Source: an optimization exercise on an open RTL-to-GDS flow (aim: small area). Production flows keep margins and buffers that such runs may drop.
In this exercise RTL edits were held to simulation tests only and were not proved equivalent to the original.
In every run shown here, the design's own scripts or RTL, not TritonCTS, make the clock network.
The flow treats the clock pin as an ideal source. Dropping or thinning the clock tree relies on that and would not hold on a real chip.
Power and IR drop assume default switching activity.

===== flow/flow/resynth.abc =====
strash
&get -n
&deepsyn -T 20
&put
strash
&get -n
&dch -f
&nf -R 1000
&put
mfs3 -ae -R 4 -H 6

===== flow/config.mk =====
export PLATFORM = sky130hd
export DESIGN_NAME = hdmi_tmds_audio
export DESIGN_NICKNAME = hdmi_tmds_audio
export VERILOG_FILES = /design/flow/design.v
export SDC_FILE = /design/flow/constraint.sdc
export NUM_CORES = 4
export LEC_CHECK = 0
export CAP_MARGIN = 20
export CORE_MARGIN = 2
export CORE_UTILIZATION = 40
export SLEW_MARGIN = 20

===== flow/constraint.sdc =====
create_clock -name core_clock -period 6.7 [get_ports {clk_pixel}]
set_input_delay 1.3400 -clock core_clock [delete_from_list [all_inputs] [get_ports {clk_pixel}]]
set_output_delay 1.3400 -clock core_clock [all_outputs]
set_load 0.01 [all_outputs]

===== flow/flow/mycts.tcl =====
# Sourced by ORFS's CTS step before clock_tree_synthesis (PRE_CTS_TCL): build
# a two-level clock tree here (port -> root buffer -> 8 leaf buffers, each
# leaf driving the flip-flops of one eighth of the placement) and let the
# step's own clock_tree_synthesis call only mark the clock as propagated.
source [file join [file dirname [info script]] mytree.tcl]
my_clock_tree 8 sky130_fd_sc_hd__clkbuf_8 sky130_fd_sc_hd__clkbuf_8
rename clock_tree_synthesis tritoncts_not_used
proc clock_tree_synthesis { args } {
  set_propagated_clock [all_clocks]
  puts "clock tree built by flow/mycts.tcl"
}

===== flow/standard.sh =====
#!/bin/bash
# synth_recipe.tcl (not shown) runs the flow's synth.tcl, then flattens the netlist and writes it again
# the make line also repeats each setting of config.mk as NAME=value (left out here)
make -C /OpenROAD-flow-scripts/flow DESIGN_CONFIG=/design/flow/config.mk WORK_HOME=/design/flow/orfs CLKGATE_MAP_FILE= SYNTH_SCRIPT=/design/flow/synth_recipe.tcl "${@:-finish}"

===== flow/flow/mytree.tcl =====
# Manual clock tree: the clock port drives NLEAF leaf buffers, each driving
# the flip-flops of one region of the placement (split at coordinate medians).
proc my_clock_tree { nleaf bufname {rootname ""} } {
  set block [ord::get_db_block]
  set db [ord::get_db]
  set clknet [$block findNet clk_pixel]
  set master [$db findMaster $bufname]
  set sinks {}
  foreach it [$clknet getITerms] {
    set inst [$it getInst]
    set loc [$inst getLocation]
    lappend sinks [list $it [lindex $loc 0] [lindex $loc 1]]
  }
  # recursive median split, alternating x and y
  set groups [list $sinks]
  set axis 1
  while {[llength $groups] < $nleaf} {
    set new {}
    foreach g $groups {
      set s [lsort -integer -index $axis $g]
      set h [expr {[llength $s] / 2}]
      lappend new [lrange $s 0 [expr {$h - 1}]] [lrange $s $h end]
    }
    set groups $new
    set axis [expr {3 - $axis}]
  }
  set src $clknet
  if {$rootname ne ""} {
    # a root buffer between the port and the leaves, at the centre of the sinks
    set rx 0; set ry 0
    foreach e $sinks { set rx [expr {$rx + [lindex $e 1]}]; set ry [expr {$ry + [lindex $e 2]}] }
    set root [odb::dbInst_create $block [$db findMaster $rootname] "clkroot"]
    set src [odb::dbNet_create $block "clknet_root"]
    $src setSigType CLOCK
    [$root findITerm A] connect $clknet
    [$root findITerm X] connect $src
    $root setLocation [expr {$rx / [llength $sinks]}] [expr {$ry / [llength $sinks]}]
    $root setPlacementStatus PLACED
  }
  set i 0
  foreach g $groups {
    set sx 0; set sy 0
    foreach e $g { set sx [expr {$sx + [lindex $e 1]}]; set sy [expr {$sy + [lindex $e 2]}] }
    set n [llength $g]
    set inst [odb::dbInst_create $block $master "clkleaf_$i"]
    set net [odb::dbNet_create $block "clknet_leaf_$i"]
    $net setSigType CLOCK
    [$inst findITerm A] connect $src
    [$inst findITerm X] connect $net
    foreach e $g { set it [lindex $e 0]; $it disconnect; $it connect $net }
    $inst setLocation [expr {$sx / $n}] [expr {$sy / $n}]
    $inst setPlacementStatus PLACED
    incr i
  }
  puts "my_clock_tree: $nleaf leaves of $bufname"
}

===== flow/design.v =====
`timescale 1ns / 1ns
module hdmi_tmds_audio(
	input				clk_pixel,
	input				sys_nrst,
	input	[31 : 0]	hdmi_aud,
	output	[29:0]		tmds
);
	wire rst = !sys_nrst;
	genvar g;
	function automatic [7:0] ecc_step;
		input [7:0] e;
		input b;
		ecc_step = (e >> 1) ^ ((e[0] ^ b) ? 8'b10000011 : 8'd0);
	endfunction
	function automatic [7:0] ecc56;
		input [55:0] d;
		integer k;
		reg [7:0] e;
		begin
			e = 8'd0;
			for (k = 0; k < 56; k = k + 1)
				e = ecc_step(e, d[k]);
			ecc56 = e;
		end
	endfunction
	function automatic [7:0] ecc24;
		input [23:0] d;
		integer k;
		reg [7:0] e;
		begin
			e = 8'd0;
			for (k = 0; k < 24; k = k + 1)
				e = ecc_step(e, d[k]);
			ecc24 = e;
		end
	endfunction
	localparam [19:0] ACR_N = 20'd6144;
	localparam [19:0] ACR_CTS = 20'd48;
	localparam [55:0] ACR_SUB = {ACR_N[7:0], ACR_N[15:8], 4'd0, ACR_N[19:16], ACR_CTS[7:0], ACR_CTS[15:8], 4'd0, ACR_CTS[19:16], 8'd0};
	localparam [63:0] ACR_BCH = {ecc56(ACR_SUB), ACR_SUB};
	localparam [23:0] ACR_HDR = 24'h000001;
	localparam [31:0] ACR_HBCH = {ecc24(ACR_HDR), ACR_HDR};
	localparam [23:0] ASP_HDR = 24'h000F02;
	localparam [31:0] ASP_HBCH = {ecc24(ASP_HDR), ASP_HDR};
	localparam [7:0] ASP_HB = ecc24(24'h100000);
	localparam [7:0] K_L = ecc56(56'd3 << 50);
	localparam [7:0] K_R = ecc56(56'd3 << 54);
	function automatic [7:0] ecc_step2;
		input [7:0] e;
		input b0;
		input b1;
		ecc_step2 = ecc_step(ecc_step(e, b0), b1);
	endfunction
	function automatic [10:0] lfsr11;
		input integer n;
		integer k;
		reg [10:0] s;
		begin
			s = 11'd0;
			for (k = 0; k < n; k = k + 1)
				s = {s[9:0], ~(s[10] ^ s[8])};
			lfsr11 = s;
		end
	endfunction
	function automatic [5:0] lfsr6;
		input integer n;
		integer k;
		reg [5:0] s;
		begin
			s = 6'd0;
			for (k = 0; k < n; k = k + 1)
				s = {s[4:0], ~(s[5] ^ s[4])};
			lfsr6 = s;
		end
	endfunction
	localparam [11:0] XO = 12'd22;
	reg [11:0] qx;
	reg [10:0] py;
	wire qx_end = qx == 12'd2199 + XO;
	always @(posedge clk_pixel)
		if (rst) begin
			qx <= 12'd2198 + XO;
			py <= 11'd1124;
		end else begin
			qx <= qx_end ? XO : qx + 12'd1;
			if (qx_end)
				py <= (py == 11'd1124) ? 11'd0 : py + 11'd1;
		end
	wire active_line = py < 11'd1080;
	wire pre_line = active_line || (py == 11'd1124);
	wire v_data = active_line && (qx < 12'd1920 + XO);
	wire v_guard = pre_line && (qx >= 12'd2198 + XO);
	wire v_pre = pre_line && (qx >= 12'd2190 + XO) && (qx < 12'd2198 + XO);
	wire di_pre = (qx >= 12'd1920 + XO) && (qx < 12'd1928 + XO);
	wire di_guard = ((qx >= 12'd1928 + XO) && (qx < 12'd1930 + XO)) || ((qx >= 12'd2154 + XO) && (qx < 12'd2156 + XO));
	wire island = (qx >= 12'd1930 + XO) && (qx < 12'd2154 + XO);
	wire hsync = (qx >= 12'd2007 + XO) && (qx < 12'd2051 + XO);
	wire vsync = ((py == 11'd1084) && (qx >= 12'd2007 + XO)) || ((py >= 11'd1085) && (py <= 11'd1088)) || ((py == 11'd1089) && (qx < 12'd2007 + XO));
	localparam [10:0] SC_END = lfsr11(1546);
	reg [10:0] sc;
	reg [15:0] smp;
	wire sc_wrap = sc == SC_END;
	wire smp_take = sc_wrap && qx[0];
	always @(posedge clk_pixel)
		if (rst || sc_wrap)
			sc <= 11'd0;
		else
			sc <= {sc[9:0], ~(sc[10] ^ sc[8])};
	always @(posedge clk_pixel)
		if (rst)
			smp <= 16'd0;
		else if (smp_take)
			smp <= hdmi_aud[31:16];
	wire [4:0] c = qx[4:0];                
	wire slot_last = c == 5'd31;
	wire slot_start = slot_last && (qx >= 12'd1929 + XO) && (qx < 12'd2153 + XO);
	wire slot_end = slot_last && (qx >= 12'd1961 + XO) && (qx <= 12'd2153 + XO);
	reg [2:0] ac;
	reg acr_pend;
	reg slot_acr;
	wire ac_wrap = (ac == 3'd0) && (qx[2:0] == 3'd6);       
	always @(posedge clk_pixel) begin
		if (rst)
			ac <= 3'd0;
		else if (qx[2:0] == 3'd3)
			ac <= (ac == 3'd5) ? 3'd0 : ac + 3'd1;
		if (rst)
			acr_pend <= 1'b1;
		else
			acr_pend <= (acr_pend && !slot_start) ^ ac_wrap;
		if (slot_start)
			slot_acr <= acr_pend;
	end
	localparam [5:0] FQ_END = lfsr6(47);
	reg [5:0] fq;
	always @(posedge clk_pixel)
		if (rst || (slot_end && !slot_acr && fq == FQ_END))
			fq <= 6'd0;
		else if (slot_end && !slot_acr)
			fq <= {fq[4:0], ~(fq[5] ^ fq[4])};
	reg [15:0] smp_old;
	reg sw1, sw3;                           
	always @(posedge clk_pixel) begin
		if (c == 5'd3 + XO[4:0])
			smp_old <= {smp[11:0], smp[15:12]};
		else
			smp_old <= {smp_old[1:0], smp_old[15:2]};
		if (slot_last) begin
			sw1 <= sc == lfsr11(5);
			sw3 <= (sc == lfsr11(5)) || (sc == lfsr11(3));
		end
	end
	wire samp_ph = (c[4:3] == 2'b10) || ((c[4] == 1'b0) && ((c[3:2] == 2'b01) || (c[3:2] == 2'b10)));
	wire par_lo = c[4:2] == 3'b001 || c[4:2] == 3'b010;    
	wire par_ph = (c == 5'd25) || (c == 5'd27);
	wire ecc_ph = c[4:2] == 3'b111;
	wire [2:0] bi = {c[2] ^ !c[4], c[1:0]};
	wire [1:0] b_old = c[4] ? smp_old[9:8] : smp_old[1:0];
	wire [1:0] b_new = {smp[{bi, 1'b1}], smp[{bi, 1'b0}]};
	reg [7:0] e_old, e_new;
	reg p_old, p_new;
	wire [1:0] s_old = samp_ph ? b_old : {par_ph & p_old, 1'b0};
	wire [1:0] s_new = samp_ph ? b_new : {par_ph & p_new, 1'b0};
	always @(posedge clk_pixel) begin
		e_old <= ecc_ph ? {2'b00, e_old[7:2]} : ecc_step2(e_old, s_old[0], s_old[1]);
		e_new <= ecc_ph ? {2'b00, e_new[7:2]} : ecc_step2(e_new, s_new[0], s_new[1]);
		if (slot_last) begin
			p_old <= 1'b0;
			p_new <= 1'b0;
		end else if (par_lo) begin
			p_old <= p_old ^ b_old[0] ^ b_old[1];
			p_new <= p_new ^ b_new[0] ^ b_new[1];
		end
	end
	localparam [5:0] FQ0 = lfsr6(0);
	localparam [5:0] FQ5 = lfsr6(5);
	localparam [5:0] FQ6 = lfsr6(6);
	localparam [5:0] FQ8 = lfsr6(8);
	wire q0 = fq == FQ0;
	wire q5 = fq == FQ5;
	wire q68 = (fq == FQ6) || (fq == FQ8);
	wire [3:0] cs_l = {1'b0, q0, q68, q5};
	wire [3:0] cs_r = {1'b0, q0, q5 || q68, 1'b0};
	wire [2:0] ei = {c[1:0], 1'b0};
	wire [1:0] st_old = ecc_ph ? e_old[1:0] : s_old;
	wire [1:0] st_new = ecc_ph ? e_new[1:0] : s_new;
	wire [1:0] st12 = sw1 ? st_new : st_old;
	wire [1:0] st3 = sw3 ? st_new : st_old;
	wire [7:0] st = {st3, st12, st12, st_old};
	wire [1:0] add_l = (c == 5'd25) ? 2'b11 : ecc_ph ? {K_L[ei + 3'd1], K_L[ei]} : 2'b00;
	wire [1:0] add_r = (c == 5'd27) ? 2'b11 : ecc_ph ? {K_R[ei + 3'd1], K_R[ei]} : 2'b00;
	wire [1:0] acr_bits = {ACR_BCH[{c, 1'b1}], ACR_BCH[{c, 1'b0}]};
	wire [3:0] sub_even, sub_odd;
	generate
		for (g = 0; g < 4; g = g + 1) begin : subpkt
			wire [1:0] bits = slot_acr ? acr_bits : st[2 * g +: 2] ^ (add_l & {2{cs_l[g]}}) ^ (add_r & {2{cs_r[g]}});
			assign sub_even[g] = bits[0];
			assign sub_odd[g] = bits[1];
		end
	endgenerate
	wire hdr_bit = slot_acr ? ACR_HBCH[c] : (ASP_HBCH[c] ^ (q0 && ((c == 5'd20) || (c[4:3] == 2'b11 && ASP_HB[c[2:0]]))));
	wire [2:0] mode = di_guard ? 3'd4 : island ? 3'd3 : v_guard ? 3'd2 : v_data ? 3'd1 : 3'd0;
	reg [2:0] mode_r;
	reg [2:0] d0_r;
	reg [3:0] d1_r, d2_r;
	reg [1:0] dzl;
	wire [3:0] dz = {d2_r[3:2], dzl};       
	wire [2:0] dn = {d0_r[2], d1_r[3:2]};   
	wire [3:0] dz_next = (dz == 4'd8) ? 4'd0 : dz + 4'd1;
	wire [2:0] dn_next = (dn == 3'd6) ? 3'd0 : dn + 3'd1;
	wire neg_z = dz[0];
	wire neg_n = (dn == 3'd1) || (dn == 3'd2) || (dn == 3'd4) || (dn == 3'd6);
	wire line0 = py == 11'd0;
	wire line1079 = py == 11'd1079;
	wire [2:0] vbit = {qx == XO, line0, (qx == 12'd1919 + XO) || line1079};
	wire [2:0] vneg = {neg_z, line0 ? neg_n : neg_z, line1079 ? neg_n : neg_z};
	always @(posedge clk_pixel) begin
		mode_r <= mode;
		dzl <= (mode == 3'd1) ? dz_next[1:0] : 2'd0;
		d0_r <= (mode == 3'd1) ? {dn_next[2], vneg[0], vbit[0]} : (mode == 3'd2) ? 3'b000 : {hdr_bit || (mode == 3'd4), vsync, hsync};
		d1_r <= (mode == 3'd1) ? {dn_next[1:0], vneg[1], vbit[1]} : (mode == 3'd0) ? {3'b000, v_pre || di_pre} : (mode == 3'd2) ? 4'b0000 : sub_even;
		d2_r <= (mode == 3'd1) ? {dz_next[3:2], vneg[2], vbit[2]} : (mode == 3'd0) ? {3'b000, di_pre} : (mode == 3'd2) ? 4'b0000 : sub_odd;
	end
	localparam [159:0] TERC4 = {
		10'b1011000011,
		10'b0101100011,
		10'b1001110001,
		10'b1010001110,
		10'b1011000110,
		10'b0110011100,
		10'b0100111001,
		10'b1011001100,
		10'b0100111100,
		10'b0110001110,
		10'b0100011110,
		10'b0101110001,
		10'b1011100010,
		10'b1011100100,
		10'b1001100011,
		10'b1010011100};
	function automatic [9:0] terc4;
		input [3:0] d;
		terc4 = TERC4[10 * d +: 10];
	endfunction
	function automatic [9:0] ctl;
		input [1:0] d;
		case (d)
			2'b00: ctl = 10'b1101010100;
			2'b01: ctl = 10'b0010101011;
			2'b10: ctl = 10'b0101010100;
			default: ctl = 10'b1010101011;
		endcase
	endfunction
	function automatic [9:0] vid;
		input [1:0] d;    
		case (d)
			2'b00: vid = 10'b0100000000;
			2'b01: vid = 10'b1000000000;
			2'b10: vid = 10'b1111111111;
			default: vid = 10'b0011111111;
		endcase
	endfunction
	function automatic [9:0] enc;
		input [2:0] m;
		input [3:0] d;
		input [9:0] vguard;
		input [9:0] dguard;
		case (m)
			3'd0: enc = ctl(d[1:0]);
			3'd1: enc = vid(d[1:0]);
			3'd2: enc = vguard;
			3'd3: enc = terc4(d);
			default: enc = dguard;
		endcase
	endfunction
	assign tmds[9:0] = (mode_r == 3'd0) ? ctl(d0_r[1:0]) : (mode_r == 3'd1) ? vid(d0_r[1:0]) : terc4({1'b1, d0_r});
	assign tmds[19:10] = (mode_r == 3'd0) ? ctl(d1_r[1:0]) : (mode_r == 3'd1) ? vid(d1_r[1:0]) : (mode_r == 3'd3) ? terc4(d1_r) : 10'b0100110011;
	assign tmds[29:20] = (mode_r == 3'd0) ? ctl(d2_r[1:0]) : (mode_r == 3'd1) ? vid(d2_r[1:0]) : (mode_r == 3'd2) ? 10'b1011001100 : (mode_r == 3'd4) ? 10'b0100110011 : terc4(d2_r);
endmodule

===== flow/flow/run.sh =====
#!/bin/bash
# Own layout flow:
#  1. the standard synthesis (standard.sh synth);
#  2. the combinational logic of that netlist re-mapped by ABC with a stronger
#     script (flow/resynth.tcl, flow/resynth.abc); the flip-flops stay the
#     standard synthesis's instances, names and cell types;
#  3. the standard layout from floorplan to finish on the re-mapped
#     netlist, with two changes: the clock tree is built by flow/mycts.tcl
#     (port -> one root buffer -> 8 leaf buffers) instead of TritonCTS, and
#     the port buffers are buf_1.
# Each tool's full output goes to a log_*.log file in the work folder.
set -euo pipefail
here=$(pwd)
res=$here/orfs/results/$FLOW_PLATFORM/hdmi_tmds_audio/base
yosys_bin=$FLOW_HOME/../tools/install/yosys/bin/yosys
lib=$FLOW_HOME/platforms/$FLOW_PLATFORM/lib/sky130_fd_sc_hd__tt_025C_1v80.lib

bash standard.sh synth > $here/log_1_standard_synth.log 2>&1

cp $res/1_2_yosys.v $here/std_synth.v
LIB=$lib IN_V=$here/std_synth.v OUT_V=$here/resynth.v TOP=$FLOW_TOP \
  ABC_SCRIPT=$here/flow/resynth.abc DELAY_PS=$(awk "BEGIN{print int($FLOW_PERIOD_NS*1000)}") \
  $yosys_bin -c $here/flow/resynth.tcl > $here/log_2_resynth.log 2>&1
cp $here/resynth.v $res/1_2_yosys.v
rm -f $res/1_synth.odb $res/1_synth.sdc

# own clock tree (flow/mycts.tcl); the smallest buffer on the ports
bash standard.sh \
  "PRE_CTS_TCL=$here/flow/mycts.tcl" \
  "BUFFER_PORTS_ARGS=-buffer_cell sky130_fd_sc_hd__buf_1" \
  finish > $here/log_3_standard_layout.log 2>&1

===== flow/flow/resynth.tcl =====
# Re-map the combinational logic of the standard synthesis netlist with ABC.
# Flip-flops are kept as black-box instances, so their names and cell types
# are exactly those of the standard synthesis.
set lib $::env(LIB)
yosys read_liberty -ignore_miss_func $lib
yosys read_verilog $::env(IN_V)
yosys hierarchy -top $::env(TOP)
foreach m [list dfxtp_1 dfxtp_2 dfxtp_4 edfxtp_1 dfrtp_1 dfrtp_2 dfrtp_4 dfstp_1 dfstp_2 dfstp_4 dfbbn_1 dfbbp_1 dfrtn_1 conb_1] {
  catch { yosys blackbox sky130_fd_sc_hd__$m }
}
yosys flatten
yosys opt -purge
set dont_use {}
foreach c {probe_p_8 probec_p_8 lpflow_*} { lappend dont_use -dont_use sky130_fd_sc_hd__$c }
yosys abc -liberty $lib -D $::env(DELAY_PS) -script $::env(ABC_SCRIPT) {*}$dont_use
yosys opt_clean -purge
# define every library cell again so that the checks know their pin directions
yosys read_liberty -lib -nooverwrite $lib
yosys hilomap -singleton -hicell sky130_fd_sc_hd__conb_1 HI -locell sky130_fd_sc_hd__conb_1 LO
yosys check -assert -mapped
yosys stat -liberty $lib
yosys write_verilog -noattr -nohex -nodec $::env(OUT_V)

==> impl_metrics.toml, run 1 <==
[place]
gp_congestion = 0.862
dp_hpwl_um = 8690
post-place-ws_ns = 3.01
port_buffers = 47

[timing]
fin_skew_ns = 0.00945
slew_headroom_pct = 34.0
worst_pin_slew_ns = 0.986
fmax_mhz = 243
rsz0062_at_grt = "no"
finalCriticalPeriod_ns = 4.11
setup_viol = 0
slew_viol_final = 0
tns_ns = 0
min_period_over_period_pct = 61.3
finalHoldViolCount = 0
fin_ws_ns = 2.59

[route]
vias = 4615
drt-vias-per-instance = 5.48
ant_nets = 0
drt_iter0_markers = 348
drt_first_pass_iters = 5
drc = 0
wl_per_cell_um = 13.9
wl_um = 11700

[critical_path]
worstPathRequired_ns = 5.36
crit_buf_inv = 1
reg2reg_slack_ns = 3.28
worstReg2RegStart = "qx[0]$_SDFF_PP0_"
worstReg2RegEnd = "d1_r[2]$_DFF_P_"
ff2ff_path_depth = 12
crit_chain = "nor2_1 -> and2_0 -> a22oi_1 -> nand3_1 -> o21ai_0 -> a31o_1 -> o21ai_0 -> a22o_1 -> buf_1"
slowest_stage = "and2_0"
critPathMostFrequentCell = "o21ai_0"
critical-path-top-delay-family = "simple AND/OR/NAND/NOR gates"
cpPeakStageDelay_ns = 0.41
worst_setup_path_start_kind = "flop"
cp_data_arrival_time_ns = 2.77
worstPathMaxFanout = 10
end_kind = "primary output"
crit_type = "flop to primary output"

[cts]
cts_setup_buffers = 0
insertion_delay_ns = 0.37
path_clk_slew_ns = 0.09
postCtsHoldBufs = 0
cts.repair.resized = 0

[min_path]
min_from = "e_new[7]$_SDFF_PP0_"
whs_path_depth = 0
min_to = "e_new[5]$_DFF_P_"
hp-class = "flop to flop"

[final_layout]
layout_commonest_cell = "dfxtp_1"
fillCellCount = 1280
diodes = 0
syn2layout_area_growth_pct = 10.4
drive_gt1_share_pct = 1.79
mostFrequentLayoutCells = "110 x dfxtp_1, 74 x nand2_1, 64 x nor2_1"
final_nets = 706

[yosys]
ys_warn_count = 1
synthCells = 611
avgSynthCellArea_um2 = 8.45
synth_area_mm2 = 0.00516
synth_nets = 645

[outcome]
outcome = "complete, no violations"

[power_and_ir_drop]
p_leak_nw = 2.14
powerDensity_mw_per_mm2 = 301
ir_drop_mv = 0.233

[global_route]
grt-ovfl-total = 0
antenna_found_initial = 0
grt_util_all_layers_pct = 16.3
grt_pass1_wl_um = 19900
grt_max_degree = 24
grt_pass1_vias = 4285

[floorplan]
fp.dieW_um = 118
dieArea_mm2 = 0.0138
die_height_um = 118
start_util_pct = 40.9
core_area_mm2 = 0.0126
io_pins = 64
rows = 41

[flow_run]
drv_cap = 0
[sequential cells by signal (all words and copies together) (netlist names), 2 cells and up]
name and flops:
smp 16, smp_old 16, qx 12, py 11, sc 11, e_new 8, e_old 8, fq 6
d1_r 4, d2_r 4, ac 3, d0_r 3, mode_r 3, dzl 2
[metal layers]
layer	GRT usage, %	share of wire, %	up-vias
met1	22.5	47	2107
met4	2.86	1.8	0
met5	0	0	-
met2	27.9	45	125
li1	-	-	2364
met3	1.99	5.9	19
[power by group]
group	total, mW	switching, mW	internal (mW)
clock	0.317	0.196	0.121
sequential	0.867	0.0900	0.777
combinational	0.530	0.317	0.212
total	1.71	0.604	1.11
[worst register-to-register path: cells and delay by family, from the launching register on]
kind | cells | cell delay [ns]
flops | 1 | 0.61
simple gates | 4 | 0.98
compound gates | 6 | 1.40
xor+xnor | 1 | 0.11
buf+inv | 1 | 0.20
[per-stage QoR]
stage	hold slack, ns	cells	power, mW	area (um2)	util [%]
floorplan	0.310	611	1.25	5160	-
global placement	0.313	832	1.40	5570	44.1
detailed placement	0.312	833	1.41	5580	44.2
CTS	0.333	842	1.73	5700	45.2
global route	0.344	842	1.83	5700	45.2
finish	0.332	842	1.71	5700	45.2
[final cells by class]
class                      count  area, um2  share of cell area [%]
multi-input combinational    480       2800                    49.2
sequential                   113       2290                    40.2
tap                          172        215                    3.78
timing repair buffer          50        199                    3.49
buffer                         9        124                    2.17
inverter                      18       67.6                    1.19
[worst max path at each step]
stage / from / end / slack, ns / cells past startpoint
global route: mode_r[2]$_DFF_P_ / tmds[4] / 2.31 / 9
CTS: mode_r[1]$_DFF_P_ / tmds[4] / 2.59 / 9
floorplan: mode_r[2]$_DFF_P_ / tmds[4] / 3.02 / 8
finish: mode_r[2]$_DFF_P_ / tmds[4] / 2.59 / 9
global placement: sys_nrst / smp[11]$_SDFFE_PN0P_ / 2.76 / 6
detailed placement: mode_r[1]$_DFF_P_ / tmds[4] / 3.01 / 9
==> run 2: changes to the inputs <==
--- a/flow/flow/run.sh
+++ b/flow/flow/run.sh
@@ -5,3 +5,5 @@
 #     script (flow/resynth.tcl, flow/resynth.abc); the flip-flops stay the
-#     standard synthesis's instances, names and cell types;
+#     standard synthesis's instances, names and cell types.  ABC's &deepsyn is
+#     randomised, so the re-mapping runs with 8 seeds and the smallest
+#     netlist is kept;
 #  3. the standard layout from floorplan to finish on the re-mapped
@@ -16,10 +18,28 @@
 lib=$FLOW_HOME/platforms/$FLOW_PLATFORM/lib/sky130_fd_sc_hd__tt_025C_1v80.lib
+delay_ps=$(awk "BEGIN{print int($FLOW_PERIOD_NS*1000)}")
 
 bash standard.sh synth > $here/log_1_standard_synth.log 2>&1
+cp $res/1_2_yosys.v $here/std_synth.v
 
-cp $res/1_2_yosys.v $here/std_synth.v
-LIB=$lib IN_V=$here/std_synth.v OUT_V=$here/resynth.v TOP=$FLOW_TOP \
-  ABC_SCRIPT=$here/flow/resynth.abc DELAY_PS=$(awk "BEGIN{print int($FLOW_PERIOD_NS*1000)}") \
-  $yosys_bin -c $here/flow/resynth.tcl > $here/log_2_resynth.log 2>&1
-cp $here/resynth.v $res/1_2_yosys.v
+resynth() {
+  local s=$1
+  sed "s/&deepsyn -T 20/&deepsyn -T 20 -S $s/" $here/flow/resynth.abc > $here/resynth_$s.abc
+  LIB=$lib IN_V=$here/std_synth.v OUT_V=$here/resynth_$s.v TOP=$FLOW_TOP \
+    ABC_SCRIPT=$here/resynth_$s.abc DELAY_PS=$delay_ps \
+    $yosys_bin -c $here/flow/resynth.tcl > $here/log_2_resynth_$s.log 2>&1 || rm -f $here/resynth_$s.v
+}
+for s in 0 1 2 3; do resynth $s & done
+wait
+for s in 4 5 6 7; do resynth $s & done
+wait
+best=""
+best_area=""
+for s in 0 1 2 3 4 5 6 7; do
+  [[ -f $here/resynth_$s.v ]] || continue
+  a=$(grep -i "chip area for module" $here/log_2_resynth_$s.log | tail -1 | awk '{print $NF}')
+  if [[ -z "$best" ]] || awk "BEGIN{exit !($a < $best_area)}"; then best=$s; best_area=$a; fi
+done
+[[ -n "$best" ]]
+echo "re-mapped netlist: seed $best, area $best_area" > $here/log_2_resynth_choice.log
+cp $here/resynth_$best.v $res/1_2_yosys.v
 rm -f $res/1_synth.odb $res/1_synth.sdc
--- a/flow/flow/mytree.tcl
+++ b/flow/flow/mytree.tcl
@@ -1,2 +1,3 @@
-# Manual clock tree: the clock port drives NLEAF leaf buffers, each driving
+# Manual clock tree: the clock port drives a root buffer (or, without one, the
+# leaves directly), which drives NLEAF leaf buffers, each driving
 # the flip-flops of one region of the placement (split at coordinate medians).
==> run 2 against run 1 <==
Compared with the run above: still clean on timing, DRC and antenna; sequential share of layout area up 0.49 points; power rose by 11%; global-route usage rose by 1.1 points; critical path depth rose by 4; register-to-register slack lost 0.29 ns; clock skew increased by 0.0070 ns; synthesized cell count fell by 2.8%; design area down 1.2%; final cell count shrank 2.0%; die area shrank 1.5%; combinational power grew 34%; maximum frequency decreased by 14%; largest power group unchanged; highest routed layer unchanged.
==> impl_metrics.toml, run 2 <==
[outcome]
outcome = "complete, no violations"

[floorplan]
start_util_pct = 40.6
die_height_um = 117
dieArea_mm2 = 0.0136
core_area_mm2 = 0.0125
io_pins = 64
rows = 41
fp.dieW_um = 117

[cts]
postCtsHoldBufs = 0
path_clk_slew_ns = 0.08
cts_setup_buffers = 0
insertion_delay_ns = 0.38
cts.repair.resized = 0

[route]
vias = 4612
ant_nets = 0
wl_per_cell_um = 14.3
drc = 0
drt_iter0_markers = 318
drt_first_pass_iters = 6
wl_um = 11800
drt-vias-per-instance = 5.59

[final_layout]
diodes = 0
fillCellCount = 1299
final_nets = 689
mostFrequentLayoutCells = "110 x dfxtp_1, 73 x nor2_1, 51 x nand2_1"
top_regs = "smp: 16 flops, smp_old: 16 flops, qx: 12 flops"
layout_commonest_cell = "dfxtp_1"
syn2layout_area_growth_pct = 10.8
fin_util_pct = 45.0
drive_gt1_share_pct = 1.99

[power_and_ir_drop]
powerDensity_mw_per_mm2 = 338
p_leak_nw = 2.15
finalPower_mw = 1.90
ir_drop_mv = 0.176

[min_path]
min_from = "e_new[4]$_DFF_P_"
hp-class = "flop to flop"

[timing]
tns_ns = 0
slew_headroom_pct = 33.1
finalCriticalPeriod_ns = 4.77
min_period_over_period_pct = 71.3
finalHoldViolCount = 0
rsz0062_at_grt = "no"
slew_viol_final = 0
fmax_mhz = 209
worst_pin_slew_ns = 1.00
fin_skew_ns = 0.0164
setup_viol = 0

[global_route]
top_usage_layer = "met2"
grt_use_met1_pct = 22.6
grt_pass1_vias = 4273
grt_pass1_wl_um = 20100
antenna_found_initial = 0
use_met3_pct = 1.45
grt_util_all_layers_pct = 17.4
grt_max_degree = 25
grt-ovfl-total = 0
use_met2_pct = 32.4

[critical_path]
cp_data_arrival_time_ns = 3.43
worstReg2RegStart = "qx[0]$_SDFF_PP0_"
crit_type = "flop to primary output"
startpoint = "mode_r[1]$_DFF_P_"
worst_setup_path_start_kind = "flop"
end_kind = "primary output"
worstPathRequired_ns = 5.36
worstPathMaxFanout = 11

[yosys]
synth_area_mm2 = 0.00508
ys_warn_count = 1
avgSynthCellArea_um2 = 8.55
synth_nets = 628
synthCells = 594

[flow_run]
drv_cap = 0

[place]
port_buffers = 47
gp_congestion = 0.860
dp_hpwl_um = 8740
run 2: final cells by class:
type                       instances  area [um2]  share of cell area [%]
buffer                             9         124                    2.20
sequential                       113        2290                    40.7
multi-input combinational        471        2760                    49.1
timing repair buffer              50         199                    3.53
inverter                          10        37.5                   0.667
tap                              172         215                    3.82
run 2: final timing paths:
kind | endpoint | cells past startpoint | slack [ns]
setup / recovery | tmds[17] | 13 | 1.93
setup reg to reg | d1_r[1]$_DFF_P_ | 13 | 2.99
hold / removal | e_new[2]$_DFF_P_ | 0 | 0.32
hold reg to reg | e_new[2]$_DFF_P_ | 0 | 0.32
run 2: worst max-delay path, stage by stage, from the launching register on:
cell	delay, ns
dfxtp_1	0.39
nor2_1	0.56
nand2_1	0.29
o22ai_1	0.27
nor2_1	0.11
a21oi_1	0.20
a21oi_1	0.10
o21ai_0	0.37
nand3_1	0.13
o31ai_1	0.11
nor3_1	0.08
nor2_1	0.17
a22o_1	0.14
buf_1	0.14
run 2: routing by layer:
metal,vias to the layer above,wire length (um)
li1,2304,-
met1,2153,5450
met2,139,5620
met3,16,538
met4,0,161
met5,-,0
run 2: per-stage QoR:
stage | hold slack [ns] | area, um2 | cells | setup WS (ns)
4_1_cts | 0.326 | 5620 | 825 | 1.99
2_1_floorplan | 0.310 | 5080 | 594 | 2.53
5_1_grt | 0.333 | 5630 | 825 | 1.58
3_5_place_dp | 0.312 | 5500 | 816 | 2.43
6_report | 0.323 | 5630 | 825 | 1.93
3_3_place_gp | 0.310 | 5500 | 816 | 2.55
run 2: power breakdown:
| group | switching, mW | leakage (nW) | internal [mW] | total [mW] |
|---|---|---|---|---|
| clock | 0.194 | 0.0647 | 0.121 | 0.315 |
| combinational | 0.441 | 1.16 | 0.267 | 0.708 |
| sequential | 0.0991 | 0.927 | 0.781 | 0.880 |
| total | 0.734 | 2.15 | 1.17 | 1.90 |

[separate check: timing with driven ports]
Ports are ideal in the flow. The routed layouts listed here were re-timed in OpenROAD. Step 1: set_driving_cell puts a clkbuf_16 on clk_pixel and a buf_2 on each other input, an assumption about the parent block. Step 2 moves the port delays by t, midway between the first and last clock arrival at a register: inputs arrive t later, outputs are due t later. That takes back most of the time a late clock gives input paths. Three values: ideal, step 1, step 2; two values: the first two.
run	t, ns	slack for setup (ns)	hold slack, ns	worst setup path at the end	worst register clock-pin slew, ns
run 1	0.399	2.590 / 2.561 / 2.959	0.332 / 0.332 / 0.332	register to output	0.09 / 0.09
run 2	0.399	1.925 / 1.896 / 2.295	0.323 / 0.323 / 0.323	register to output	0.10 / 0.10
After both steps every run listed still meets setup and hold.
